Source: an optimization exercise on an open RTL-to-GDS flow (aim: small area and a short achievable clock period). Production flows keep margins and buffers that such runs may drop. No functional check of the RTL was part of any run shown here. Power is estimated from default activity; no workload was simulated.

==> flow/design.v (outline; a module is shown in full before it is edited, if it fits) <==
// module movavg: 1176 lines
module movavg(
    input logic clk,
    input logic reset,
    input logic [63:0] din,
    output logic [63:0] dout
);
  // ...
==> flow/flow/run.sh <==
#!/bin/bash
set -euo pipefail
export BUFFER_PORTS_ARGS="-buffer_cell sky130_fd_sc_hd__buf_2"
bash standard.sh > standard_make.log 2>&1
==> flow/standard.sh <==
#!/bin/bash
# synth_recipe.tcl (not shown) runs the flow's synth.tcl, then flattens the netlist and writes it again
# the make line also repeats each setting of config.mk as NAME=value (left out here)
make -C /OpenROAD-flow-scripts/flow DESIGN_CONFIG=/design/flow/config.mk WORK_HOME=/design/flow/orfs CLKGATE_MAP_FILE= SYNTH_SCRIPT=/design/flow/synth_recipe.tcl "${@:-finish}"
==> flow/config.mk <==
export PLATFORM = sky130hd
export DESIGN_NAME = movavg
export DESIGN_NICKNAME = movavg
export VERILOG_FILES = /design/flow/design.v
export SDC_FILE = /design/flow/constraint.sdc
export NUM_CORES = 4
export LEC_CHECK = 0
export CAP_MARGIN = 20
export CORE_MARGIN = 2
export CORE_UTILIZATION = 65
export CTS_BUF_LIST = sky130_fd_sc_hd__clkbuf_4 sky130_fd_sc_hd__clkbuf_8
export PLACE_DENSITY = 0.75
export SETUP_SLACK_MARGIN = 1.5
export SLEW_MARGIN = 20
==> flow/constraint.sdc <==
create_clock -name core_clock -period 7.5 [get_ports {clk}]
set_input_delay 1.5000 -clock core_clock [delete_from_list [all_inputs] [get_ports {clk}]]
set_output_delay 1.5000 -clock core_clock [all_outputs]
set_load 0.01 [all_outputs]
==> impl_metrics.json, run 1 <==
{
  "reg2reg_to": "t2[46]$_SDFF_PP0_",
  "row_count": 48,
  "ys_ff_latch": 192,
  "synthMuxAreaShare": 0,
  "nonClockBufferCount": 141,
  "path_class": "in -> out",
  "slowest_stage": "a221oi_4",
  "yosysSeqAreaShare": 0.342,
  "r2r_start": "t1[46]$_SDFF_PP0_",
  "multi_input_area_share": 0.573,
  "buf_share": 0.0598,
  "powerDensity_nw_per_um2": 232,
  "p_comb_mw": 1.16,
  "skew_ns": 0.00992,
  "clock_area_frac": 0.0315,
  "p_int_mw": 1.94,
  "cts_root_buf": "clkbuf_8",
  "mostFrequentLayoutCell": "nor2b_1",
  "path_cells": "buf_8 -> xnor2_4 -> xnor2_2 -> ha_4 -> and2_4 -> a311o_1 -> a221oi_4 -> a31oi_4 -> o31ai_4 -> buf_6 -> a211o_1 -> nand3_2 -> a21o_1 -> a21oi_2 -> xnor2_1 -> buf_2",
  "min_to": "t3[61]$_SDFF_PP0_",
  "fin_total_pwr_mw": 2.93,
  "cts_inserted_buffers": 17,
  "n_all_inverters": 32,
  "n_tap_cell": 225,
  "relSlewSlack": 0.449,
  "comb_power_share": 0.395,
  "grt_pass1_vias": 7173,
  "dp.cells": 1344,
  "synth_adder_area_share": 0.242,
  "grt_usage": 0.217,
  "layout_common_cells": "nor2b_1, dfxtp_1, xnor2_1, buf_2, fa_1",
  "wire_per_inst_um": 13.9,
  "status": "finished clean",
  "cts.path.max_buffers": 2,
  "diodes": 0,
  "multi_input_gates": 765,
  "top_layer_used": "met4",
  "globalRouteMet3Util": 0.0599
}
==> run 2: changes to the inputs <==
--- a/flow/design.v
+++ b/flow/design.v
@@ -1,16 +1,16 @@
 module movavg(
     input logic clk,
     input logic reset,
     input logic [63:0] din,
     output logic [63:0] dout
 );
-   logic [63:0] t1, t2, t3;
-   logic [63:0] s1, c1, x1, s2, c2;
+   logic [63:0] t1, t2, r, r_next;
+   logic [63:0] cs_s, cs_c;
    logic ao_w1;
    logic ao_w2;
    logic ao_w3;
    logic ao_w4;
    logic ao_w5;
    logic ao_w6;
    logic ao_w7;
    logic ao_w8;
@@ -576,149 +576,518 @@
    logic ao_w568;
    logic ao_w569;
    logic ao_w570;
    logic ao_w571;
    logic ao_w572;
    logic ao_w573;
    logic ao_w574;
    logic ao_w575;
-   assign s1 = t1 ^ t2 ^ t3;
-   assign c1 = {(t1[62:0] & t2[62:0]) | (t3[62:0] & (t1[62:0] | t2[62:0])), 1'b0};
-   assign x1 = s1 ^ c1;
-   assign s2 = din ^ x1;
-   assign c2 = {x1[62:0] & din[62:0] | ~x1[62:0] & s1[62:0], 1'b0};
-   assign ao_w1 = s2[0] & c2[0];
-   assign ao_w2 = s2[1] & c2[1];
-   assign ao_w3 = s2[2] & c2[2];
-   assign ao_w4 = s2[3] & c2[3];
-   assign ao_w5 = s2[4] & c2[4];
-   assign ao_w6 = s2[5] & c2[5];
-   assign ao_w7 = s2[6] & c2[6];
-   assign ao_w8 = s2[7] & c2[7];
-   assign ao_w9 = s2[8] & c2[8];
-   assign ao_w10 = s2[9] & c2[9];
-   assign ao_w11 = s2[10] & c2[10];
-   assign ao_w12 = s2[11] & c2[11];
-   assign ao_w13 = s2[12] & c2[12];
-   assign ao_w14 = s2[13] & c2[13];
-   assign ao_w15 = s2[14] & c2[14];
-   assign ao_w16 = s2[15] & c2[15];
-   assign ao_w17 = s2[16] & c2[16];
-   assign ao_w18 = s2[17] & c2[17];
-   assign ao_w19 = s2[18] & c2[18];
-   assign ao_w20 = s2[19] & c2[19];
-   assign ao_w21 = s2[20] & c2[20];
-   assign ao_w22 = s2[21] & c2[21];
-   assign ao_w23 = s2[22] & c2[22];
-   assign ao_w24 = s2[23] & c2[23];
-   assign ao_w25 = s2[24] & c2[24];
-   assign ao_w26 = s2[25] & c2[25];
-   assign ao_w27 = s2[26] & c2[26];
-   assign ao_w28 = s2[27] & c2[27];
-   assign ao_w29 = s2[28] & c2[28];
-   assign ao_w30 = s2[29] & c2[29];
-   assign ao_w31 = s2[30] & c2[30];
-   assign ao_w32 = s2[31] & c2[31];
-   assign ao_w33 = s2[32] & c2[32];
-   assign ao_w34 = s2[33] & c2[33];
-   assign ao_w35 = s2[34] & c2[34];
-   assign ao_w36 = s2[35] & c2[35];
-   assign ao_w37 = s2[36] & c2[36];
-   assign ao_w38 = s2[37] & c2[37];
-   assign ao_w39 = s2[38] & c2[38];
-   assign ao_w40 = s2[39] & c2[39];
-   assign ao_w41 = s2[40] & c2[40];
-   assign ao_w42 = s2[41] & c2[41];
-   assign ao_w43 = s2[42] & c2[42];
-   assign ao_w44 = s2[43] & c2[43];
-   assign ao_w45 = s2[44] & c2[44];
-   assign ao_w46 = s2[45] & c2[45];
-   assign ao_w47 = s2[46] & c2[46];
-   assign ao_w48 = s2[47] & c2[47];
-   assign ao_w49 = s2[48] & c2[48];
-   assign ao_w50 = s2[49] & c2[49];
-   assign ao_w51 = s2[50] & c2[50];
-   assign ao_w52 = s2[51] & c2[51];
-   assign ao_w53 = s2[52] & c2[52];
-   assign ao_w54 = s2[53] & c2[53];
-   assign ao_w55 = s2[54] & c2[54];
-   assign ao_w56 = s2[55] & c2[55];
-   assign ao_w57 = s2[56] & c2[56];
-   assign ao_w58 = s2[57] & c2[57];
-   assign ao_w59 = s2[58] & c2[58];
-   assign ao_w60 = s2[59] & c2[59];
-   assign ao_w61 = s2[60] & c2[60];
-   assign ao_w62 = s2[61] & c2[61];
-   assign ao_w63 = s2[62] & c2[62];
-   assign ao_w64 = s2[63] & c2[63];
-   assign ao_w65 = s2[0] ^ c2[0];
-   assign ao_w66 = s2[1] ^ c2[1];
-   assign ao_w67 = s2[2] ^ c2[2];
-   assign ao_w68 = s2[3] ^ c2[3];
-   assign ao_w69 = s2[4] ^ c2[4];
-   assign ao_w70 = s2[5] ^ c2[5];
-   assign ao_w71 = s2[6] ^ c2[6];
-   assign ao_w72 = s2[7] ^ c2[7];
-   assign ao_w73 = s2[8] ^ c2[8];
-   assign ao_w74 = s2[9] ^ c2[9];
-   assign ao_w75 = s2[10] ^ c2[10];
-   assign ao_w76 = s2[11] ^ c2[11];
-   assign ao_w77 = s2[12] ^ c2[12];
-   assign ao_w78 = s2[13] ^ c2[13];
-   assign ao_w79 = s2[14] ^ c2[14];
-   assign ao_w80 = s2[15] ^ c2[15];
-   assign ao_w81 = s2[16] ^ c2[16];
-   assign ao_w82 = s2[17] ^ c2[17];
-   assign ao_w83 = s2[18] ^ c2[18];
-   assign ao_w84 = s2[19] ^ c2[19];
-   assign ao_w85 = s2[20] ^ c2[20];
-   assign ao_w86 = s2[21] ^ c2[21];
-   assign ao_w87 = s2[22] ^ c2[22];
-   assign ao_w88 = s2[23] ^ c2[23];
-   assign ao_w89 = s2[24] ^ c2[24];
-   assign ao_w90 = s2[25] ^ c2[25];
-   assign ao_w91 = s2[26] ^ c2[26];
-   assign ao_w92 = s2[27] ^ c2[27];
-   assign ao_w93 = s2[28] ^ c2[28];
-   assign ao_w94 = s2[29] ^ c2[29];
-   assign ao_w95 = s2[30] ^ c2[30];
-   assign ao_w96 = s2[31] ^ c2[31];
-   assign ao_w97 = s2[32] ^ c2[32];
-   assign ao_w98 = s2[33] ^ c2[33];
-   assign ao_w99 = s2[34] ^ c2[34];
-   assign ao_w100 = s2[35] ^ c2[35];
-   assign ao_w101 = s2[36] ^ c2[36];
-   assign ao_w102 = s2[37] ^ c2[37];
-   assign ao_w103 = s2[38] ^ c2[38];
-   assign ao_w104 = s2[39] ^ c2[39];
-   assign ao_w105 = s2[40] ^ c2[40];
-   assign ao_w106 = s2[41] ^ c2[41];
-   assign ao_w107 = s2[42] ^ c2[42];
-   assign ao_w108 = s2[43] ^ c2[43];
-   assign ao_w109 = s2[44] ^ c2[44];
-   assign ao_w110 = s2[45] ^ c2[45];
-   assign ao_w111 = s2[46] ^ c2[46];
-   assign ao_w112 = s2[47] ^ c2[47];
-   assign ao_w113 = s2[48] ^ c2[48];
-   assign ao_w114 = s2[49] ^ c2[49];
-   assign ao_w115 = s2[50] ^ c2[50];
-   assign ao_w116 = s2[51] ^ c2[51];
-   assign ao_w117 = s2[52] ^ c2[52];
-   assign ao_w118 = s2[53] ^ c2[53];
-   assign ao_w119 = s2[54] ^ c2[54];
-   assign ao_w120 = s2[55] ^ c2[55];
-   assign ao_w121 = s2[56] ^ c2[56];
-   assign ao_w122 = s2[57] ^ c2[57];
-   assign ao_w123 = s2[58] ^ c2[58];
-   assign ao_w124 = s2[59] ^ c2[59];
-   assign ao_w125 = s2[60] ^ c2[60];
-   assign ao_w126 = s2[61] ^ c2[61];
-   assign ao_w127 = s2[62] ^ c2[62];
-   assign ao_w128 = s2[63] ^ c2[63];
+   logic ar_w1;
+   logic ar_w2;
+   logic ar_w3;
+   logic ar_w4;
+   logic ar_w5;
+   logic ar_w6;
+   logic ar_w7;
+   logic ar_w8;
+   logic ar_w9;
+   logic ar_w10;
+   logic ar_w11;
+   logic ar_w12;
+   logic ar_w13;
+   logic ar_w14;
+   logic ar_w15;
+   logic ar_w16;
+   logic ar_w17;
+   logic ar_w18;
+   logic ar_w19;
+   logic ar_w20;
+   logic ar_w21;
+   logic ar_w22;
+   logic ar_w23;
+   logic ar_w24;
+   logic ar_w25;
+   logic ar_w26;
+   logic ar_w27;
+   logic ar_w28;
+   logic ar_w29;
+   logic ar_w30;
+   logic ar_w31;
+   logic ar_w32;
+   logic ar_w33;
+   logic ar_w34;
+   logic ar_w35;
+   logic ar_w36;
+   logic ar_w37;
+   logic ar_w38;
+   logic ar_w39;
+   logic ar_w40;
+   logic ar_w41;
+   logic ar_w42;
+   logic ar_w43;
+   logic ar_w44;
+   logic ar_w45;
+   logic ar_w46;
+   logic ar_w47;
+   logic ar_w48;
+   logic ar_w49;
+   logic ar_w50;
+   logic ar_w51;
+   logic ar_w52;
+   logic ar_w53;
+   logic ar_w54;
+   logic ar_w55;
+   logic ar_w56;
+   logic ar_w57;
+   logic ar_w58;
+   logic ar_w59;
+   logic ar_w60;
+   logic ar_w61;
+   logic ar_w62;
+   logic ar_w63;
+   logic ar_w64;
+   logic ar_w65;
+   logic ar_w66;
+   logic ar_w67;
+   logic ar_w68;
+   logic ar_w69;
+   logic ar_w70;
+   logic ar_w71;
+   logic ar_w72;
+   logic ar_w73;
+   logic ar_w74;
+   logic ar_w75;
+   logic ar_w76;
+   logic ar_w77;
+   logic ar_w78;
+   logic ar_w79;
+   logic ar_w80;
+   logic ar_w81;
+   logic ar_w82;
+   logic ar_w83;
+   logic ar_w84;
+   logic ar_w85;
+   logic ar_w86;
+   logic ar_w87;
+   logic ar_w88;
+   logic ar_w89;
+   logic ar_w90;
+   logic ar_w91;
+   logic ar_w92;
+   logic ar_w93;
+   logic ar_w94;
+   logic ar_w95;
+   logic ar_w96;
+   logic ar_w97;
+   logic ar_w98;
+   logic ar_w99;
+   logic ar_w100;
+   logic ar_w101;
+   logic ar_w102;
+   logic ar_w103;
+   logic ar_w104;
+   logic ar_w105;
+   logic ar_w106;
+   logic ar_w107;
+   logic ar_w108;
+   logic ar_w109;
+   logic ar_w110;
+   logic ar_w111;
+   logic ar_w112;
+   logic ar_w113;
+   logic ar_w114;
+   logic ar_w115;
+   logic ar_w116;
+   logic ar_w117;
+   logic ar_w118;
+   logic ar_w119;
+   logic ar_w120;
+   logic ar_w121;
+   logic ar_w122;
+   logic ar_w123;
+   logic ar_w124;
+   logic ar_w125;
+   logic ar_w126;
+   logic ar_w127;
+   logic ar_w128;
+   logic ar_w129;
+   logic ar_w130;
+   logic ar_w131;
+   logic ar_w132;
+   logic ar_w133;
+   logic ar_w134;
+   logic ar_w135;
+   logic ar_w136;
+   logic ar_w137;
+   logic ar_w138;
+   logic ar_w139;
+   logic ar_w140;
+   logic ar_w141;
+   logic ar_w142;
+   logic ar_w143;
+   logic ar_w144;
+   logic ar_w145;
+   logic ar_w146;
+   logic ar_w147;
+   logic ar_w148;
+   logic ar_w149;
+   logic ar_w150;
+   logic ar_w151;
+   logic ar_w152;
+   logic ar_w153;
+   logic ar_w154;
+   logic ar_w155;
+   logic ar_w156;
+   logic ar_w157;
+   logic ar_w158;
+   logic ar_w159;
+   logic ar_w160;
+   logic ar_w161;
+   logic ar_w162;
+   logic ar_w163;
+   logic ar_w164;
+   logic ar_w165;
+   logic ar_w166;
+   logic ar_w167;
+   logic ar_w168;
+   logic ar_w169;
+   logic ar_w170;
+   logic ar_w171;
+   logic ar_w172;
+   logic ar_w173;
+   logic ar_w174;
+   logic ar_w175;
+   logic ar_w176;
+   logic ar_w177;
+   logic ar_w178;
+   logic ar_w179;
+   logic ar_w180;
+   logic ar_w181;
+   logic ar_w182;
+   logic ar_w183;
+   logic ar_w184;
+   logic ar_w185;
+   logic ar_w186;
+   logic ar_w187;
+   logic ar_w188;
+   logic ar_w189;
+   logic ar_w190;
+   logic ar_w191;
+   logic ar_w192;
+   logic ar_w193;
+   logic ar_w194;
+   logic ar_w195;
+   logic ar_w196;
+   logic ar_w197;
+   logic ar_w198;
+   logic ar_w199;
+   logic ar_w200;
+   logic ar_w201;
+   logic ar_w202;
+   logic ar_w203;
+   logic ar_w204;
+   logic ar_w205;
+   logic ar_w206;
+   logic ar_w207;
+   logic ar_w208;
+   logic ar_w209;
+   logic ar_w210;
+   logic ar_w211;
+   logic ar_w212;
+   logic ar_w213;
+   logic ar_w214;
+   logic ar_w215;
+   logic ar_w216;
+   logic ar_w217;
+   logic ar_w218;
+   logic ar_w219;
+   logic ar_w220;
+   logic ar_w221;
+   logic ar_w222;
+   logic ar_w223;
+   logic ar_w224;
+   logic ar_w225;
+   logic ar_w226;
+   logic ar_w227;
+   logic ar_w228;
+   logic ar_w229;
+   logic ar_w230;
+   logic ar_w231;
+   logic ar_w232;
+   logic ar_w233;
+   logic ar_w234;
+   logic ar_w235;
+   logic ar_w236;
+   logic ar_w237;
+   logic ar_w238;
+   logic ar_w239;
+   logic ar_w240;
+   logic ar_w241;
+   logic ar_w242;
+   logic ar_w243;
+   logic ar_w244;
+   logic ar_w245;
+   logic ar_w246;
+   logic ar_w247;
+   logic ar_w248;
+   logic ar_w249;
+   logic ar_w250;
+   logic ar_w251;
+   logic ar_w252;
+   logic ar_w253;
+   logic ar_w254;
+   logic ar_w255;
+   logic ar_w256;
+   logic ar_w257;
+   logic ar_w258;
+   logic ar_w259;
+   logic ar_w260;
+   logic ar_w261;
+   logic ar_w262;
+   logic ar_w263;
+   logic ar_w264;
+   logic ar_w265;
+   logic ar_w266;
+   logic ar_w267;
+   logic ar_w268;
+   logic ar_w269;
+   logic ar_w270;
+   logic ar_w271;
+   logic ar_w272;
+   logic ar_w273;
+   logic ar_w274;
+   logic ar_w275;
+   logic ar_w276;
+   logic ar_w277;
+   logic ar_w278;
+   logic ar_w279;
+   logic ar_w280;
+   logic ar_w281;
+   logic ar_w282;
+   logic ar_w283;
+   logic ar_w284;
+   logic ar_w285;
+   logic ar_w286;
+   logic ar_w287;
+   logic ar_w288;
+   logic ar_w289;
+   logic ar_w290;
+   logic ar_w291;
+   logic ar_w292;
+   logic ar_w293;
+   logic ar_w294;
+   logic ar_w295;
+   logic ar_w296;
+   logic ar_w297;
+   logic ar_w298;
+   logic ar_w299;
+   logic ar_w300;
+   logic ar_w301;
+   logic ar_w302;
+   logic ar_w303;
+   logic ar_w304;
+   logic ar_w305;
+   logic ar_w306;
+   logic ar_w307;
+   logic ar_w308;
+   logic ar_w309;
+   logic ar_w310;
+   logic ar_w311;
+   logic ar_w312;
+   logic ar_w313;
+   logic ar_w314;
+   logic ar_w315;
+   logic ar_w316;
+   logic ar_w317;
+   logic ar_w318;
+   logic ar_w319;
+   logic ar_w320;
+   logic ar_w321;
+   logic ar_w322;
+   logic ar_w323;
+   logic ar_w324;
+   logic ar_w325;
+   logic ar_w326;
+   logic ar_w327;
+   logic ar_w328;
+   logic ar_w329;
+   logic ar_w330;
+   logic ar_w331;
+   logic ar_w332;
+   logic ar_w333;
+   logic ar_w334;
+   logic ar_w335;
+   logic ar_w336;
+   logic ar_w337;
+   logic ar_w338;
+   logic ar_w339;
+   logic ar_w340;
+   logic ar_w341;
+   logic ar_w342;
+   logic ar_w343;
+   logic ar_w344;
+   logic ar_w345;
+   logic ar_w346;
+   logic ar_w347;
+   logic ar_w348;
+   logic ar_w349;
+   logic ar_w350;
+   logic ar_w351;
+   logic ar_w352;
+   logic ar_w353;
+   logic ar_w354;
+   logic ar_w355;
+   logic ar_w356;
+   logic ar_w357;
+   logic ar_w358;
+   logic ar_w359;
+   logic ar_w360;
+   logic ar_w361;
+   logic ar_w362;
+   logic ar_w363;
+   logic ar_w364;
+   logic ar_w365;
+   logic ar_w366;
+   logic ar_w367;
+   logic ar_w368;
+   logic ar_w369;
+   logic ar_w370;
+   logic ar_w371;
+   logic ar_w372;
+   logic ar_w373;
+   logic ar_w374;
+   assign ao_w1 = din[0] & r[0];
+   assign ao_w2 = din[1] & r[1];
+   assign ao_w3 = din[2] & r[2];
+   assign ao_w4 = din[3] & r[3];
+   assign ao_w5 = din[4] & r[4];
+   assign ao_w6 = din[5] & r[5];
+   assign ao_w7 = din[6] & r[6];
+   assign ao_w8 = din[7] & r[7];
+   assign ao_w9 = din[8] & r[8];
+   assign ao_w10 = din[9] & r[9];
+   assign ao_w11 = din[10] & r[10];
+   assign ao_w12 = din[11] & r[11];
+   assign ao_w13 = din[12] & r[12];
+   assign ao_w14 = din[13] & r[13];
+   assign ao_w15 = din[14] & r[14];
+   assign ao_w16 = din[15] & r[15];
+   assign ao_w17 = din[16] & r[16];
+   assign ao_w18 = din[17] & r[17];
+   assign ao_w19 = din[18] & r[18];
+   assign ao_w20 = din[19] & r[19];
+   assign ao_w21 = din[20] & r[20];
+   assign ao_w22 = din[21] & r[21];
+   assign ao_w23 = din[22] & r[22];
+   assign ao_w24 = din[23] & r[23];
+   assign ao_w25 = din[24] & r[24];
+   assign ao_w26 = din[25] & r[25];
+   assign ao_w27 = din[26] & r[26];
+   assign ao_w28 = din[27] & r[27];
+   assign ao_w29 = din[28] & r[28];
+   assign ao_w30 = din[29] & r[29];
+   assign ao_w31 = din[30] & r[30];
+   assign ao_w32 = din[31] & r[31];
+   assign ao_w33 = din[32] & r[32];
+   assign ao_w34 = din[33] & r[33];
+   assign ao_w35 = din[34] & r[34];
+   assign ao_w36 = din[35] & r[35];
+   assign ao_w37 = din[36] & r[36];
+   assign ao_w38 = din[37] & r[37];
+   assign ao_w39 = din[38] & r[38];
+   assign ao_w40 = din[39] & r[39];
+   assign ao_w41 = din[40] & r[40];
+   assign ao_w42 = din[41] & r[41];
+   assign ao_w43 = din[42] & r[42];
+   assign ao_w44 = din[43] & r[43];
+   assign ao_w45 = din[44] & r[44];
+   assign ao_w46 = din[45] & r[45];
+   assign ao_w47 = din[46] & r[46];
+   assign ao_w48 = din[47] & r[47];
+   assign ao_w49 = din[48] & r[48];
+   assign ao_w50 = din[49] & r[49];
+   assign ao_w51 = din[50] & r[50];
+   assign ao_w52 = din[51] & r[51];
+   assign ao_w53 = din[52] & r[52];
+   assign ao_w54 = din[53] & r[53];
+   assign ao_w55 = din[54] & r[54];
+   assign ao_w56 = din[55] & r[55];
+   assign ao_w57 = din[56] & r[56];
+   assign ao_w58 = din[57] & r[57];
+   assign ao_w59 = din[58] & r[58];
+   assign ao_w60 = din[59] & r[59];
+   assign ao_w61 = din[60] & r[60];
+   assign ao_w62 = din[61] & r[61];
+   assign ao_w63 = din[62] & r[62];
+   assign ao_w64 = din[63] & r[63];
+   assign ao_w65 = din[0] ^ r[0];
+   assign ao_w66 = din[1] ^ r[1];
+   assign ao_w67 = din[2] ^ r[2];
+   assign ao_w68 = din[3] ^ r[3];
+   assign ao_w69 = din[4] ^ r[4];
+   assign ao_w70 = din[5] ^ r[5];
+   assign ao_w71 = din[6] ^ r[6];
+   assign ao_w72 = din[7] ^ r[7];
+   assign ao_w73 = din[8] ^ r[8];
+   assign ao_w74 = din[9] ^ r[9];
+   assign ao_w75 = din[10] ^ r[10];
+   assign ao_w76 = din[11] ^ r[11];
+   assign ao_w77 = din[12] ^ r[12];
+   assign ao_w78 = din[13] ^ r[13];
+   assign ao_w79 = din[14] ^ r[14];
+   assign ao_w80 = din[15] ^ r[15];
+   assign ao_w81 = din[16] ^ r[16];
+   assign ao_w82 = din[17] ^ r[17];
+   assign ao_w83 = din[18] ^ r[18];
+   assign ao_w84 = din[19] ^ r[19];
+   assign ao_w85 = din[20] ^ r[20];
+   assign ao_w86 = din[21] ^ r[21];
+   assign ao_w87 = din[22] ^ r[22];
+   assign ao_w88 = din[23] ^ r[23];
+   assign ao_w89 = din[24] ^ r[24];
+   assign ao_w90 = din[25] ^ r[25];
+   assign ao_w91 = din[26] ^ r[26];
+   assign ao_w92 = din[27] ^ r[27];
+   assign ao_w93 = din[28] ^ r[28];
+   assign ao_w94 = din[29] ^ r[29];
+   assign ao_w95 = din[30] ^ r[30];
+   assign ao_w96 = din[31] ^ r[31];
+   assign ao_w97 = din[32] ^ r[32];
+   assign ao_w98 = din[33] ^ r[33];
+   assign ao_w99 = din[34] ^ r[34];
+   assign ao_w100 = din[35] ^ r[35];
+   assign ao_w101 = din[36] ^ r[36];
+   assign ao_w102 = din[37] ^ r[37];
+   assign ao_w103 = din[38] ^ r[38];
+   assign ao_w104 = din[39] ^ r[39];
+   assign ao_w105 = din[40] ^ r[40];
+   assign ao_w106 = din[41] ^ r[41];
+   assign ao_w107 = din[42] ^ r[42];
+   assign ao_w108 = din[43] ^ r[43];
+   assign ao_w109 = din[44] ^ r[44];
+   assign ao_w110 = din[45] ^ r[45];
+   assign ao_w111 = din[46] ^ r[46];
+   assign ao_w112 = din[47] ^ r[47];
+   assign ao_w113 = din[48] ^ r[48];
+   assign ao_w114 = din[49] ^ r[49];
+   assign ao_w115 = din[50] ^ r[50];
+   assign ao_w116 = din[51] ^ r[51];
+   assign ao_w117 = din[52] ^ r[52];
+   assign ao_w118 = din[53] ^ r[53];
+   assign ao_w119 = din[54] ^ r[54];
+   assign ao_w120 = din[55] ^ r[55];
+   assign ao_w121 = din[56] ^ r[56];
+   assign ao_w122 = din[57] ^ r[57];
+   assign ao_w123 = din[58] ^ r[58];
+   assign ao_w124 = din[59] ^ r[59];
+   assign ao_w125 = din[60] ^ r[60];
+   assign ao_w126 = din[61] ^ r[61];
+   assign ao_w127 = din[62] ^ r[62];
+   assign ao_w128 = din[63] ^ r[63];
    assign ao_w129 = ao_w2 | (ao_w66 & ao_w1);
    assign ao_w130 = ao_w66 & ao_w65;
    assign ao_w131 = ao_w4 | (ao_w68 & ao_w3);
    assign ao_w132 = ao_w68 & ao_w67;
    assign ao_w133 = ao_w6 | (ao_w70 & ao_w5);
    assign ao_w134 = ao_w70 & ao_w69;
    assign ao_w135 = ao_w8 | (ao_w72 & ao_w7);
    assign ao_w136 = ao_w72 & ao_w71;
@@ -1157,20 +1526,397 @@
    assign ao_w569 = ao_w122 ^ ao_w497;
    assign ao_w570 = ao_w123 ^ ao_w499;
    assign ao_w571 = ao_w124 ^ ao_w501;
    assign ao_w572 = ao_w125 ^ ao_w503;
    assign ao_w573 = ao_w126 ^ ao_w505;
    assign ao_w574 = ao_w127 ^ ao_w507;
    assign ao_w575 = ao_w128 ^ ao_w509;
    assign dout = {ao_w575, ao_w574, ao_w573, ao_w572, ao_w571, ao_w570, ao_w569, ao_w568, ao_w567, ao_w566, ao_w565, ao_w564, ao_w563, ao_w562, ao_w561, ao_w560, ao_w559, ao_w558, ao_w557, ao_w556, ao_w555, ao_w554, ao_w553, ao_w552, ao_w551, ao_w550, ao_w549, ao_w548, ao_w547, ao_w546, ao_w545, ao_w544, ao_w543, ao_w542, ao_w541, ao_w540, ao_w539, ao_w538, ao_w537, ao_w536, ao_w535, ao_w534, ao_w533, ao_w532, ao_w531, ao_w530, ao_w529, ao_w528, ao_w527, ao_w526, ao_w525, ao_w524, ao_w523, ao_w522, ao_w521, ao_w520, ao_w519, ao_w518, ao_w517, ao_w516, ao_w515, ao_w514, ao_w513, ao_w65};
+   assign cs_s = din ^ t1 ^ t2;
+   assign cs_c = {(t1[62:0] & t2[62:0]) | (din[62:0] & (t1[62:0] | t2[62:0])), 1'b0};
+   assign ar_w1 = cs_s[0] & cs_c[0];
+   assign ar_w2 = cs_s[1] & cs_c[1];
+   assign ar_w3 = cs_s[2] & cs_c[2];
+   assign ar_w4 = cs_s[3] & cs_c[3];
+   assign ar_w5 = cs_s[4] & cs_c[4];
+   assign ar_w6 = cs_s[5] & cs_c[5];
+   assign ar_w7 = cs_s[6] & cs_c[6];
+   assign ar_w8 = cs_s[7] & cs_c[7];
+   assign ar_w9 = cs_s[8] & cs_c[8];
+   assign ar_w10 = cs_s[9] & cs_c[9];
+   assign ar_w11 = cs_s[10] & cs_c[10];
+   assign ar_w12 = cs_s[11] & cs_c[11];
+   assign ar_w13 = cs_s[12] & cs_c[12];
+   assign ar_w14 = cs_s[13] & cs_c[13];
+   assign ar_w15 = cs_s[14] & cs_c[14];
+   assign ar_w16 = cs_s[15] & cs_c[15];
+   assign ar_w17 = cs_s[16] & cs_c[16];
+   assign ar_w18 = cs_s[17] & cs_c[17];
+   assign ar_w19 = cs_s[18] & cs_c[18];
+   assign ar_w20 = cs_s[19] & cs_c[19];
+   assign ar_w21 = cs_s[20] & cs_c[20];
+   assign ar_w22 = cs_s[21] & cs_c[21];
+   assign ar_w23 = cs_s[22] & cs_c[22];
+   assign ar_w24 = cs_s[23] & cs_c[23];
+   assign ar_w25 = cs_s[24] & cs_c[24];
+   assign ar_w26 = cs_s[25] & cs_c[25];
+   assign ar_w27 = cs_s[26] & cs_c[26];
+   assign ar_w28 = cs_s[27] & cs_c[27];
+   assign ar_w29 = cs_s[28] & cs_c[28];
+   assign ar_w30 = cs_s[29] & cs_c[29];
+   assign ar_w31 = cs_s[30] & cs_c[30];
+   assign ar_w32 = cs_s[31] & cs_c[31];
+   assign ar_w33 = cs_s[32] & cs_c[32];
+   assign ar_w34 = cs_s[33] & cs_c[33];
+   assign ar_w35 = cs_s[34] & cs_c[34];
+   assign ar_w36 = cs_s[35] & cs_c[35];
+   assign ar_w37 = cs_s[36] & cs_c[36];
+   assign ar_w38 = cs_s[37] & cs_c[37];
+   assign ar_w39 = cs_s[38] & cs_c[38];
+   assign ar_w40 = cs_s[39] & cs_c[39];
+   assign ar_w41 = cs_s[40] & cs_c[40];
+   assign ar_w42 = cs_s[41] & cs_c[41];
+   assign ar_w43 = cs_s[42] & cs_c[42];
+   assign ar_w44 = cs_s[43] & cs_c[43];
+   assign ar_w45 = cs_s[44] & cs_c[44];
+   assign ar_w46 = cs_s[45] & cs_c[45];
+   assign ar_w47 = cs_s[46] & cs_c[46];
+   assign ar_w48 = cs_s[47] & cs_c[47];
+   assign ar_w49 = cs_s[48] & cs_c[48];
+   assign ar_w50 = cs_s[49] & cs_c[49];
+   assign ar_w51 = cs_s[50] & cs_c[50];
+   assign ar_w52 = cs_s[51] & cs_c[51];
+   assign ar_w53 = cs_s[52] & cs_c[52];
+   assign ar_w54 = cs_s[53] & cs_c[53];
+   assign ar_w55 = cs_s[54] & cs_c[54];
+   assign ar_w56 = cs_s[55] & cs_c[55];
+   assign ar_w57 = cs_s[56] & cs_c[56];
+   assign ar_w58 = cs_s[57] & cs_c[57];
+   assign ar_w59 = cs_s[58] & cs_c[58];
+   assign ar_w60 = cs_s[59] & cs_c[59];
+   assign ar_w61 = cs_s[60] & cs_c[60];
+   assign ar_w62 = cs_s[61] & cs_c[61];
+   assign ar_w63 = cs_s[62] & cs_c[62];
+   assign ar_w64 = cs_s[63] & cs_c[63];
+   assign ar_w65 = cs_s[0] ^ cs_c[0];
+   assign ar_w66 = cs_s[1] ^ cs_c[1];
+   assign ar_w67 = cs_s[2] ^ cs_c[2];
+   assign ar_w68 = cs_s[3] ^ cs_c[3];
+   assign ar_w69 = cs_s[4] ^ cs_c[4];
+   assign ar_w70 = cs_s[5] ^ cs_c[5];
+   assign ar_w71 = cs_s[6] ^ cs_c[6];
+   assign ar_w72 = cs_s[7] ^ cs_c[7];
+   assign ar_w73 = cs_s[8] ^ cs_c[8];
+   assign ar_w74 = cs_s[9] ^ cs_c[9];
+   assign ar_w75 = cs_s[10] ^ cs_c[10];
+   assign ar_w76 = cs_s[11] ^ cs_c[11];
+   assign ar_w77 = cs_s[12] ^ cs_c[12];
+   assign ar_w78 = cs_s[13] ^ cs_c[13];
+   assign ar_w79 = cs_s[14] ^ cs_c[14];
+   assign ar_w80 = cs_s[15] ^ cs_c[15];
+   assign ar_w81 = cs_s[16] ^ cs_c[16];
+   assign ar_w82 = cs_s[17] ^ cs_c[17];
+   assign ar_w83 = cs_s[18] ^ cs_c[18];
+   assign ar_w84 = cs_s[19] ^ cs_c[19];
+   assign ar_w85 = cs_s[20] ^ cs_c[20];
+   assign ar_w86 = cs_s[21] ^ cs_c[21];
+   assign ar_w87 = cs_s[22] ^ cs_c[22];
+   assign ar_w88 = cs_s[23] ^ cs_c[23];
+   assign ar_w89 = cs_s[24] ^ cs_c[24];
+   assign ar_w90 = cs_s[25] ^ cs_c[25];
+   assign ar_w91 = cs_s[26] ^ cs_c[26];
+   assign ar_w92 = cs_s[27] ^ cs_c[27];
+   assign ar_w93 = cs_s[28] ^ cs_c[28];
+   assign ar_w94 = cs_s[29] ^ cs_c[29];
+   assign ar_w95 = cs_s[30] ^ cs_c[30];
+   assign ar_w96 = cs_s[31] ^ cs_c[31];
+   assign ar_w97 = cs_s[32] ^ cs_c[32];
+   assign ar_w98 = cs_s[33] ^ cs_c[33];
+   assign ar_w99 = cs_s[34] ^ cs_c[34];
+   assign ar_w100 = cs_s[35] ^ cs_c[35];
+   assign ar_w101 = cs_s[36] ^ cs_c[36];
+   assign ar_w102 = cs_s[37] ^ cs_c[37];
+   assign ar_w103 = cs_s[38] ^ cs_c[38];
+   assign ar_w104 = cs_s[39] ^ cs_c[39];
+   assign ar_w105 = cs_s[40] ^ cs_c[40];
+   assign ar_w106 = cs_s[41] ^ cs_c[41];
+   assign ar_w107 = cs_s[42] ^ cs_c[42];
+   assign ar_w108 = cs_s[43] ^ cs_c[43];
+   assign ar_w109 = cs_s[44] ^ cs_c[44];
+   assign ar_w110 = cs_s[45] ^ cs_c[45];
+   assign ar_w111 = cs_s[46] ^ cs_c[46];
+   assign ar_w112 = cs_s[47] ^ cs_c[47];
+   assign ar_w113 = cs_s[48] ^ cs_c[48];
+   assign ar_w114 = cs_s[49] ^ cs_c[49];
+   assign ar_w115 = cs_s[50] ^ cs_c[50];
+   assign ar_w116 = cs_s[51] ^ cs_c[51];
+   assign ar_w117 = cs_s[52] ^ cs_c[52];
+   assign ar_w118 = cs_s[53] ^ cs_c[53];
+   assign ar_w119 = cs_s[54] ^ cs_c[54];
+   assign ar_w120 = cs_s[55] ^ cs_c[55];
+   assign ar_w121 = cs_s[56] ^ cs_c[56];
+   assign ar_w122 = cs_s[57] ^ cs_c[57];
+   assign ar_w123 = cs_s[58] ^ cs_c[58];
+   assign ar_w124 = cs_s[59] ^ cs_c[59];
+   assign ar_w125 = cs_s[60] ^ cs_c[60];
+   assign ar_w126 = cs_s[61] ^ cs_c[61];
+   assign ar_w127 = cs_s[62] ^ cs_c[62];
+   assign ar_w128 = cs_s[63] ^ cs_c[63];
+   assign ar_w129 = ar_w2 | (ar_w66 & ar_w1);
+   assign ar_w130 = ar_w66 & ar_w65;
+   assign ar_w131 = ar_w4 | (ar_w68 & ar_w3);
+   assign ar_w132 = ar_w68 & ar_w67;
+   assign ar_w133 = ar_w6 | (ar_w70 & ar_w5);
+   assign ar_w134 = ar_w70 & ar_w69;
+   assign ar_w135 = ar_w8 | (ar_w72 & ar_w7);
+   assign ar_w136 = ar_w72 & ar_w71;
+   assign ar_w137 = ar_w10 | (ar_w74 & ar_w9);
+   assign ar_w138 = ar_w74 & ar_w73;
+   assign ar_w139 = ar_w12 | (ar_w76 & ar_w11);
+   assign ar_w140 = ar_w76 & ar_w75;
+   assign ar_w141 = ar_w14 | (ar_w78 & ar_w13);
+   assign ar_w142 = ar_w78 & ar_w77;
+   assign ar_w143 = ar_w16 | (ar_w80 & ar_w15);
+   assign ar_w144 = ar_w80 & ar_w79;
+   assign ar_w145 = ar_w18 | (ar_w82 & ar_w17);
+   assign ar_w146 = ar_w82 & ar_w81;
+   assign ar_w147 = ar_w20 | (ar_w84 & ar_w19);
+   assign ar_w148 = ar_w84 & ar_w83;
+   assign ar_w149 = ar_w22 | (ar_w86 & ar_w21);
+   assign ar_w150 = ar_w86 & ar_w85;
+   assign ar_w151 = ar_w24 | (ar_w88 & ar_w23);
+   assign ar_w152 = ar_w88 & ar_w87;
+   assign ar_w153 = ar_w26 | (ar_w90 & ar_w25);
+   assign ar_w154 = ar_w90 & ar_w89;
+   assign ar_w155 = ar_w28 | (ar_w92 & ar_w27);
+   assign ar_w156 = ar_w92 & ar_w91;
+   assign ar_w157 = ar_w30 | (ar_w94 & ar_w29);
+   assign ar_w158 = ar_w94 & ar_w93;
+   assign ar_w159 = ar_w32 | (ar_w96 & ar_w31);
+   assign ar_w160 = ar_w96 & ar_w95;
+   assign ar_w161 = ar_w34 | (ar_w98 & ar_w33);
+   assign ar_w162 = ar_w98 & ar_w97;
+   assign ar_w163 = ar_w36 | (ar_w100 & ar_w35);
+   assign ar_w164 = ar_w100 & ar_w99;
+   assign ar_w165 = ar_w38 | (ar_w102 & ar_w37);
+   assign ar_w166 = ar_w102 & ar_w101;
+   assign ar_w167 = ar_w40 | (ar_w104 & ar_w39);
+   assign ar_w168 = ar_w104 & ar_w103;
+   assign ar_w169 = ar_w42 | (ar_w106 & ar_w41);
+   assign ar_w170 = ar_w106 & ar_w105;
+   assign ar_w171 = ar_w44 | (ar_w108 & ar_w43);
+   assign ar_w172 = ar_w108 & ar_w107;
+   assign ar_w173 = ar_w46 | (ar_w110 & ar_w45);
+   assign ar_w174 = ar_w110 & ar_w109;
+   assign ar_w175 = ar_w48 | (ar_w112 & ar_w47);
+   assign ar_w176 = ar_w112 & ar_w111;
+   assign ar_w177 = ar_w50 | (ar_w114 & ar_w49);
+   assign ar_w178 = ar_w114 & ar_w113;
+   assign ar_w179 = ar_w52 | (ar_w116 & ar_w51);
+   assign ar_w180 = ar_w116 & ar_w115;
+   assign ar_w181 = ar_w54 | (ar_w118 & ar_w53);
+   assign ar_w182 = ar_w118 & ar_w117;
+   assign ar_w183 = ar_w56 | (ar_w120 & ar_w55);
+   assign ar_w184 = ar_w120 & ar_w119;
+   assign ar_w185 = ar_w58 | (ar_w122 & ar_w57);
+   assign ar_w186 = ar_w122 & ar_w121;
+   assign ar_w187 = ar_w60 | (ar_w124 & ar_w59);
+   assign ar_w188 = ar_w124 & ar_w123;
+   assign ar_w189 = ar_w62 | (ar_w126 & ar_w61);
+   assign ar_w190 = ar_w126 & ar_w125;
+   assign ar_w191 = ar_w64 | (ar_w128 & ar_w63);
+   assign ar_w192 = ar_w128 & ar_w127;
+   assign ar_w193 = ar_w131 | (ar_w132 & ar_w129);
+   assign ar_w194 = ar_w132 & ar_w130;
+   assign ar_w195 = ar_w135 | (ar_w136 & ar_w133);
+   assign ar_w196 = ar_w136 & ar_w134;
+   assign ar_w197 = ar_w139 | (ar_w140 & ar_w137);
+   assign ar_w198 = ar_w140 & ar_w138;
+   assign ar_w199 = ar_w143 | (ar_w144 & ar_w141);
+   assign ar_w200 = ar_w144 & ar_w142;
+   assign ar_w201 = ar_w147 | (ar_w148 & ar_w145);
+   assign ar_w202 = ar_w148 & ar_w146;
+   assign ar_w203 = ar_w151 | (ar_w152 & ar_w149);
+   assign ar_w204 = ar_w152 & ar_w150;
+   assign ar_w205 = ar_w155 | (ar_w156 & ar_w153);
+   assign ar_w206 = ar_w156 & ar_w154;
+   assign ar_w207 = ar_w159 | (ar_w160 & ar_w157);
+   assign ar_w208 = ar_w160 & ar_w158;
+   assign ar_w209 = ar_w163 | (ar_w164 & ar_w161);
+   assign ar_w210 = ar_w164 & ar_w162;
+   assign ar_w211 = ar_w167 | (ar_w168 & ar_w165);
+   assign ar_w212 = ar_w168 & ar_w166;
+   assign ar_w213 = ar_w171 | (ar_w172 & ar_w169);
+   assign ar_w214 = ar_w172 & ar_w170;
+   assign ar_w215 = ar_w175 | (ar_w176 & ar_w173);
+   assign ar_w216 = ar_w176 & ar_w174;
+   assign ar_w217 = ar_w179 | (ar_w180 & ar_w177);
+   assign ar_w218 = ar_w180 & ar_w178;
+   assign ar_w219 = ar_w183 | (ar_w184 & ar_w181);
+   assign ar_w220 = ar_w184 & ar_w182;
+   assign ar_w221 = ar_w187 | (ar_w188 & ar_w185);
+   assign ar_w222 = ar_w188 & ar_w186;
+   assign ar_w223 = ar_w191 | (ar_w192 & ar_w189);
+   assign ar_w224 = ar_w192 & ar_w190;
+   assign ar_w225 = ar_w195 | (ar_w196 & ar_w193);
+   assign ar_w226 = ar_w196 & ar_w194;
+   assign ar_w227 = ar_w199 | (ar_w200 & ar_w197);
+   assign ar_w228 = ar_w200 & ar_w198;
+   assign ar_w229 = ar_w203 | (ar_w204 & ar_w201);
+   assign ar_w230 = ar_w204 & ar_w202;
+   assign ar_w231 = ar_w207 | (ar_w208 & ar_w205);
+   assign ar_w232 = ar_w208 & ar_w206;
+   assign ar_w233 = ar_w211 | (ar_w212 & ar_w209);
+   assign ar_w234 = ar_w212 & ar_w210;
+   assign ar_w235 = ar_w215 | (ar_w216 & ar_w213);
+   assign ar_w236 = ar_w216 & ar_w214;
+   assign ar_w237 = ar_w219 | (ar_w220 & ar_w217);
+   assign ar_w238 = ar_w220 & ar_w218;
+   assign ar_w239 = ar_w223 | (ar_w224 & ar_w221);
+   assign ar_w240 = ar_w224 & ar_w222;
+   assign ar_w241 = ar_w227 | (ar_w228 & ar_w225);
+   assign ar_w242 = ar_w228 & ar_w226;
+   assign ar_w243 = ar_w231 | (ar_w232 & ar_w229);
+   assign ar_w244 = ar_w232 & ar_w230;
+   assign ar_w245 = ar_w235 | (ar_w236 & ar_w233);
+   assign ar_w246 = ar_w236 & ar_w234;
+   assign ar_w247 = ar_w239 | (ar_w240 & ar_w237);
+   assign ar_w248 = ar_w240 & ar_w238;
+   assign ar_w249 = ar_w243 | (ar_w244 & ar_w241);
+   assign ar_w250 = ar_w244 & ar_w242;
+   assign ar_w251 = ar_w247 | (ar_w248 & ar_w245);
+   assign ar_w252 = ar_w248 & ar_w246;
+   assign ar_w253 = ar_w251 | (ar_w252 & ar_w249);
+   assign ar_w254 = ar_w252 & ar_w250;
+   assign ar_w255 = ar_w245 | (ar_w246 & ar_w249);
+   assign ar_w256 = ar_w229 | (ar_w230 & ar_w241);
+   assign ar_w257 = ar_w233 | (ar_w234 & ar_w249);
+   assign ar_w258 = ar_w237 | (ar_w238 & ar_w255);
+   assign ar_w259 = ar_w197 | (ar_w198 & ar_w225);
+   assign ar_w260 = ar_w201 | (ar_w202 & ar_w241);
+   assign ar_w261 = ar_w205 | (ar_w206 & ar_w256);
+   assign ar_w262 = ar_w209 | (ar_w210 & ar_w249);
+   assign ar_w263 = ar_w213 | (ar_w214 & ar_w257);
+   assign ar_w264 = ar_w217 | (ar_w218 & ar_w255);
+   assign ar_w265 = ar_w221 | (ar_w222 & ar_w258);
+   assign ar_w266 = ar_w133 | (ar_w134 & ar_w193);
+   assign ar_w267 = ar_w137 | (ar_w138 & ar_w225);
+   assign ar_w268 = ar_w141 | (ar_w142 & ar_w259);
+   assign ar_w269 = ar_w145 | (ar_w146 & ar_w241);
+   assign ar_w270 = ar_w149 | (ar_w150 & ar_w260);
+   assign ar_w271 = ar_w153 | (ar_w154 & ar_w256);
+   assign ar_w272 = ar_w157 | (ar_w158 & ar_w261);
+   assign ar_w273 = ar_w161 | (ar_w162 & ar_w249);
+   assign ar_w274 = ar_w165 | (ar_w166 & ar_w262);
+   assign ar_w275 = ar_w169 | (ar_w170 & ar_w257);
+   assign ar_w276 = ar_w173 | (ar_w174 & ar_w263);
+   assign ar_w277 = ar_w177 | (ar_w178 & ar_w255);
+   assign ar_w278 = ar_w181 | (ar_w182 & ar_w264);
+   assign ar_w279 = ar_w185 | (ar_w186 & ar_w258);
+   assign ar_w280 = ar_w189 | (ar_w190 & ar_w265);
+   assign ar_w281 = ar_w3 | (ar_w67 & ar_w129);
+   assign ar_w282 = ar_w5 | (ar_w69 & ar_w193);
+   assign ar_w283 = ar_w7 | (ar_w71 & ar_w266);
+   assign ar_w284 = ar_w9 | (ar_w73 & ar_w225);
+   assign ar_w285 = ar_w11 | (ar_w75 & ar_w267);
+   assign ar_w286 = ar_w13 | (ar_w77 & ar_w259);
+   assign ar_w287 = ar_w15 | (ar_w79 & ar_w268);
+   assign ar_w288 = ar_w17 | (ar_w81 & ar_w241);
+   assign ar_w289 = ar_w19 | (ar_w83 & ar_w269);
+   assign ar_w290 = ar_w21 | (ar_w85 & ar_w260);
+   assign ar_w291 = ar_w23 | (ar_w87 & ar_w270);
+   assign ar_w292 = ar_w25 | (ar_w89 & ar_w256);
+   assign ar_w293 = ar_w27 | (ar_w91 & ar_w271);
+   assign ar_w294 = ar_w29 | (ar_w93 & ar_w261);
+   assign ar_w295 = ar_w31 | (ar_w95 & ar_w272);
+   assign ar_w296 = ar_w33 | (ar_w97 & ar_w249);
+   assign ar_w297 = ar_w35 | (ar_w99 & ar_w273);
+   assign ar_w298 = ar_w37 | (ar_w101 & ar_w262);
+   assign ar_w299 = ar_w39 | (ar_w103 & ar_w274);
+   assign ar_w300 = ar_w41 | (ar_w105 & ar_w257);
+   assign ar_w301 = ar_w43 | (ar_w107 & ar_w275);
+   assign ar_w302 = ar_w45 | (ar_w109 & ar_w263);
+   assign ar_w303 = ar_w47 | (ar_w111 & ar_w276);
+   assign ar_w304 = ar_w49 | (ar_w113 & ar_w255);
+   assign ar_w305 = ar_w51 | (ar_w115 & ar_w277);
+   assign ar_w306 = ar_w53 | (ar_w117 & ar_w264);
+   assign ar_w307 = ar_w55 | (ar_w119 & ar_w278);
+   assign ar_w308 = ar_w57 | (ar_w121 & ar_w258);
+   assign ar_w309 = ar_w59 | (ar_w123 & ar_w279);
+   assign ar_w310 = ar_w61 | (ar_w125 & ar_w265);
+   assign ar_w311 = ar_w63 | (ar_w127 & ar_w280);
+   assign ar_w312 = ar_w66 ^ ar_w1;
+   assign ar_w313 = ar_w67 ^ ar_w129;
+   assign ar_w314 = ar_w68 ^ ar_w281;
+   assign ar_w315 = ar_w69 ^ ar_w193;
+   assign ar_w316 = ar_w70 ^ ar_w282;
+   assign ar_w317 = ar_w71 ^ ar_w266;
+   assign ar_w318 = ar_w72 ^ ar_w283;
+   assign ar_w319 = ar_w73 ^ ar_w225;
+   assign ar_w320 = ar_w74 ^ ar_w284;
+   assign ar_w321 = ar_w75 ^ ar_w267;
+   assign ar_w322 = ar_w76 ^ ar_w285;
+   assign ar_w323 = ar_w77 ^ ar_w259;
+   assign ar_w324 = ar_w78 ^ ar_w286;
+   assign ar_w325 = ar_w79 ^ ar_w268;
+   assign ar_w326 = ar_w80 ^ ar_w287;
+   assign ar_w327 = ar_w81 ^ ar_w241;
+   assign ar_w328 = ar_w82 ^ ar_w288;
+   assign ar_w329 = ar_w83 ^ ar_w269;
+   assign ar_w330 = ar_w84 ^ ar_w289;
+   assign ar_w331 = ar_w85 ^ ar_w260;
+   assign ar_w332 = ar_w86 ^ ar_w290;
+   assign ar_w333 = ar_w87 ^ ar_w270;
+   assign ar_w334 = ar_w88 ^ ar_w291;
+   assign ar_w335 = ar_w89 ^ ar_w256;
+   assign ar_w336 = ar_w90 ^ ar_w292;
+   assign ar_w337 = ar_w91 ^ ar_w271;
+   assign ar_w338 = ar_w92 ^ ar_w293;
+   assign ar_w339 = ar_w93 ^ ar_w261;
+   assign ar_w340 = ar_w94 ^ ar_w294;
+   assign ar_w341 = ar_w95 ^ ar_w272;
+   assign ar_w342 = ar_w96 ^ ar_w295;
+   assign ar_w343 = ar_w97 ^ ar_w249;
+   assign ar_w344 = ar_w98 ^ ar_w296;
+   assign ar_w345 = ar_w99 ^ ar_w273;
+   assign ar_w346 = ar_w100 ^ ar_w297;
+   assign ar_w347 = ar_w101 ^ ar_w262;
+   assign ar_w348 = ar_w102 ^ ar_w298;
+   assign ar_w349 = ar_w103 ^ ar_w274;
+   assign ar_w350 = ar_w104 ^ ar_w299;
+   assign ar_w351 = ar_w105 ^ ar_w257;
+   assign ar_w352 = ar_w106 ^ ar_w300;
+   assign ar_w353 = ar_w107 ^ ar_w275;
+   assign ar_w354 = ar_w108 ^ ar_w301;
+   assign ar_w355 = ar_w109 ^ ar_w263;
+   assign ar_w356 = ar_w110 ^ ar_w302;
+   assign ar_w357 = ar_w111 ^ ar_w276;
+   assign ar_w358 = ar_w112 ^ ar_w303;
+   assign ar_w359 = ar_w113 ^ ar_w255;
+   assign ar_w360 = ar_w114 ^ ar_w304;
+   assign ar_w361 = ar_w115 ^ ar_w277;
+   assign ar_w362 = ar_w116 ^ ar_w305;
+   assign ar_w363 = ar_w117 ^ ar_w264;
+   assign ar_w364 = ar_w118 ^ ar_w306;
+   assign ar_w365 = ar_w119 ^ ar_w278;
+   assign ar_w366 = ar_w120 ^ ar_w307;
+   assign ar_w367 = ar_w121 ^ ar_w258;
+   assign ar_w368 = ar_w122 ^ ar_w308;
+   assign ar_w369 = ar_w123 ^ ar_w279;
+   assign ar_w370 = ar_w124 ^ ar_w309;
+   assign ar_w371 = ar_w125 ^ ar_w265;
+   assign ar_w372 = ar_w126 ^ ar_w310;
+   assign ar_w373 = ar_w127 ^ ar_w280;
+   assign ar_w374 = ar_w128 ^ ar_w311;
+   assign r_next = {ar_w374, ar_w373, ar_w372, ar_w371, ar_w370, ar_w369, ar_w368, ar_w367, ar_w366, ar_w365, ar_w364, ar_w363, ar_w362, ar_w361, ar_w360, ar_w359, ar_w358, ar_w357, ar_w356, ar_w355, ar_w354, ar_w353, ar_w352, ar_w351, ar_w350, ar_w349, ar_w348, ar_w347, ar_w346, ar_w345, ar_w344, ar_w343, ar_w342, ar_w341, ar_w340, ar_w339, ar_w338, ar_w337, ar_w336, ar_w335, ar_w334, ar_w333, ar_w332, ar_w331, ar_w330, ar_w329, ar_w328, ar_w327, ar_w326, ar_w325, ar_w324, ar_w323, ar_w322, ar_w321, ar_w320, ar_w319, ar_w318, ar_w317, ar_w316, ar_w315, ar_w314, ar_w313, ar_w312, ar_w65};
    always_ff @(posedge clk) begin
       if (reset) begin
          t1 <= 64'h0;
          t2 <= 64'h0;
-         t3 <= 64'h0;
+         r  <= 64'h0;
       end else begin
          t1 <= din;
          t2 <= t1;
-         t3 <= t2;
+         r  <= r_next;
       end
    end
 endmodule
==> run 2 against run 1 <==
Effect of this change: area after synthesis is 8.6% higher; total power is 11% higher; clock power up 0.7%; first-iteration DRC count increased by 7.0%; global-route usage up 0.88 points; register-to-register slack worse by 4.2 ns; combinational power rose by 22%; via count is 15% higher; cell count up 12%; count of clock-buffer cells in the layout decreased by 3.
==> impl_metrics.json, run 2 <==
{
  "drc": 0,
  "viasPerCell": 5.25,
  "fmax_mhz": 167,
  "grt_pass1_wl_mm": 36.1,
  "yosysSeqAreaShare": 0.315,
  "reg2reg_slack_ns": 2.68,
  "min_to": "t2[27]$_SDFF_PP0_",
  "num_vias": 8163,
  "use_met1": 0.286,
  "crit_path_max_fanout": 5,
  "synth.avg_cell_area_um2": 9.95,
  "cts_tree": "built",
  "io_buffers": 129,
  "yosysWarnings": 1,
  "grt_pass1_vias": 7999,
  "dp.final_hpwl_mm": 16.7,
  "finalSetupViolCount": 0,
  "synth_nets": 1514,
  "h-tree-depth": 4,
  "place.gp.congestion": 0.875,
  "cts_inserted_buffers": 17,
  "initial_utilization": 0.656,
  "syn_area_um2": 12200,
  "rsz0062_at_grt": "true",
  "ant_nets": 0,
  "row_count": 50,
  "synth_top_cell_by_area": "dfxtp_1",
  "required_ns": 6.00,
  "dieArea_um2": 19900,
  "max-cap-violations": 0,
  "wire_per_inst_um": 13.9,
  "drv_slew": 0,
  "fin_crit_sh": 0.799,
  "syn_to_final_growth_pct": 11.0,
  "synth_edf_count": 0,
  "synth_cell_types": 65,
  "fill_cells": 1399,
  "synthArstFlopShare": 0,
  "start_kind": "primary input",
  "arrival_ns": 4.50,
  "busiest_layer": "met2",
  "final_cell_area_um2": 13500,
  "hold_slack_ns": 0.463,
  "endpoint_kind": "output port",
  "worstMarginPinSlew_ns": 0.846,
  "wirelength_mm": 21.7,
  "fp.dieW_um": 141,
  "yosys-top-cells-count": "dfxtp_1, inv_1, ha_1, nor2b_1, nor2_1",
  "reg_top3": "r x64, t1 x64, t2 x64",
  "drtIter0Drc": 214,
  "status": "finished clean",
  "min_period_ns": 6.00,
  "grt_overflow_total": 0,
  "chipHeight_um": 141,
  "hp-start": "t1[27]$_SDFF_PP0_",
  "holdBufCountCts": 0,
  "yosys.cell_count.top_type": "dfxtp_1",
  "drive_gt1_frac": 0.195,
  "r2r_start": "t1[19]$_SDFF_PP0_",
  "cts_root_buf": "clkbuf_8",
  "clk_latency_ns": 0.47,
  "path_clk_slew_ns": 0.10,
  "synth.area.top_cells": "dfxtp_1, fa_1, ha_1",
  "syn_inst": 1225,
  "reg2reg_to": "r[63]$_SDFF_PP0_",
  "clock_sinks": 192,
  "peakVddDrop_mv": 0.134,
  "globalRouteMet3Util": 0.0374,
  "tns_ns": 0,
  "drt-pass1-iter-count": 4,
  "relSlewSlack": 0.436,
  "ys_ff_latch": 192,
  "reg2reg_depth": 20,
  "ys.flop_type": "dfxtp_1",
  "antenna_found_initial": 1,
  "mostFrequentLayoutCell": "dfxtp_1",
  "grt_max_degree": 111,
  "grt_util_met2": 0.397,
  "layout_common_cells": "dfxtp_1, inv_1, nor2b_1, buf_2, ha_1",
  "synth_top_area_frac": 0.315,
  "diodes": 0,
  "skew_ns": 0.0128,
  "finalHoldViolations": 0,
  "hp-class": "reg -> reg",
  "io_pins": 130,
  "path_class": "in -> out",
  "grt_usage": 0.226,
  "postLayoutCoreUtil": 0.728,
  "powerDensity_nw_per_um2": 241,
  "p_leak_nw": 6.54,
  "placed_area_um2": 12600,
  "holdPathStages": 2,
  "nets": 1598,
  "core_area_um2": 18600,
  "cts.path.max_buffers": 2
}
[run 2: logic make-up (layout without fill, tap and decap cells)]
group | Yosys count | count (layout) | synth area share
AOI/OAI and AO/OA | 176 | 176 | 0.101
xor gates and xnor gates | 83 | 83 | 0.0596
adders and majority gates | 223 | 223 | 0.290
buffers and inverters | 214 | 311 | 0.0856
DFF | 192 | 192 | 0.315
and+or+nand+nor | 337 | 337 | 0.148
[run 2: worst max-delay path by stage]
stage               startpoint  endpoint  slack (ns)  cells past startpoint
floorplan               din[5]  dout[59]        1.70                     12
global placement        din[0]  dout[47]        1.10                     16
detailed placement      din[0]  dout[47]        1.06                     16
CTS                     din[0]  dout[47]        1.45                     16
global route           din[33]  dout[59]        1.41                     14
finish                  din[0]  dout[40]        1.50                     16
[run 2: power breakdown]
part           total, mW  internal [mW]  switching, mW  leakage (nW)
Combinational       1.41          0.662          0.743          4.75
Clock              0.692          0.310          0.381         0.201
Sequential          1.17           1.12         0.0447          1.59
Total               3.26           2.10           1.17          6.54
[run 2: cell type report]
cell class / instances / area (µm²) / share of cell area
multi-input cells: 819 / 7670 / 0.567
well taps: 234 / 293 / 0.0216
repair buffers: 150 / 841 / 0.0621
clock inverters: 13 / 149 / 0.0110
flip-flops and latches: 192 / 3840 / 0.284
inverters: 129 / 484 / 0.0358
clock buffers: 19 / 249 / 0.0184
[run 2: stage by stage]
| stage | cells | setup slack, ns | power, mW |
|---|---|---|---|
| floorplan | 1225 | 1.70 | 2.32 |
| CTS | 1545 | 1.45 | 3.25 |
| finish | 1556 | 1.50 | 3.26 |
| global placement | 1504 | 1.10 | 2.44 |
| detailed placement | 1504 | 1.06 | 2.47 |
| global route | 1556 | 1.41 | 3.50 |
[run 2: repair_timing]
item,4_1_cts,5_1_grt
pin swaps,38,32
endpoints found under the setup margin,28,25
hold endpoints to repair,0,0
resized for setup,51,25
buffers inserted,9,11
[run 2: worst max-delay path, cell delays in order]
cell	delay, ns
buf_8	0.08
ha_4	0.11
inv_2	0.03
fa_2	0.33
or2b_4	0.28
a21oi_4	0.13
o21a_1	0.22
a311o_2	0.22
o21ba_4	0.18
o2111ai_4	0.19
a221o_2	0.45
and2_4	0.17
o21bai_4	0.12
buf_4	0.13
xor2_1	0.19
buf_2	0.16
[run 2: per-layer routing]
layer / up-vias / part of all wire
li1: 4109 / -
met1: 3914 / 0.45
met2: 109 / 0.50
met3: 29 / 0.027
met4: 2 / 0.018
met5: - / 0.00060

[port drivers added, routing unchanged]
No port has a modelled driver above. Below, the same layouts with a new extraction and two added sets of constraints. Step 1 assumes that a clkbuf_16 drives the clock port and a buf_2 every other input. Step 2 adds t to the input delays and takes it off the output delays; t is the mean of the earliest and latest rising clock arrival at the registers after step 1. Input paths then give back, and output paths get back, about the clock's delay inside the block. Slacks: ideal ports / drivers / drivers and shift; pairs: ideal ports / drivers.
run | t (ns) | slack for setup (ns) | worst data-port slew with drivers (ns)
run 1 | 0.500 | 1.436 / 1.398 / 1.398 | 0.05
run 2 | 0.508 | 1.505 / 1.454 / 1.348 | 0.06
After both steps setup and hold are still met in every run listed. The setup slack of run 2, which loses most, moves by -0.051 ns with the drivers and by -0.157 ns with both steps.
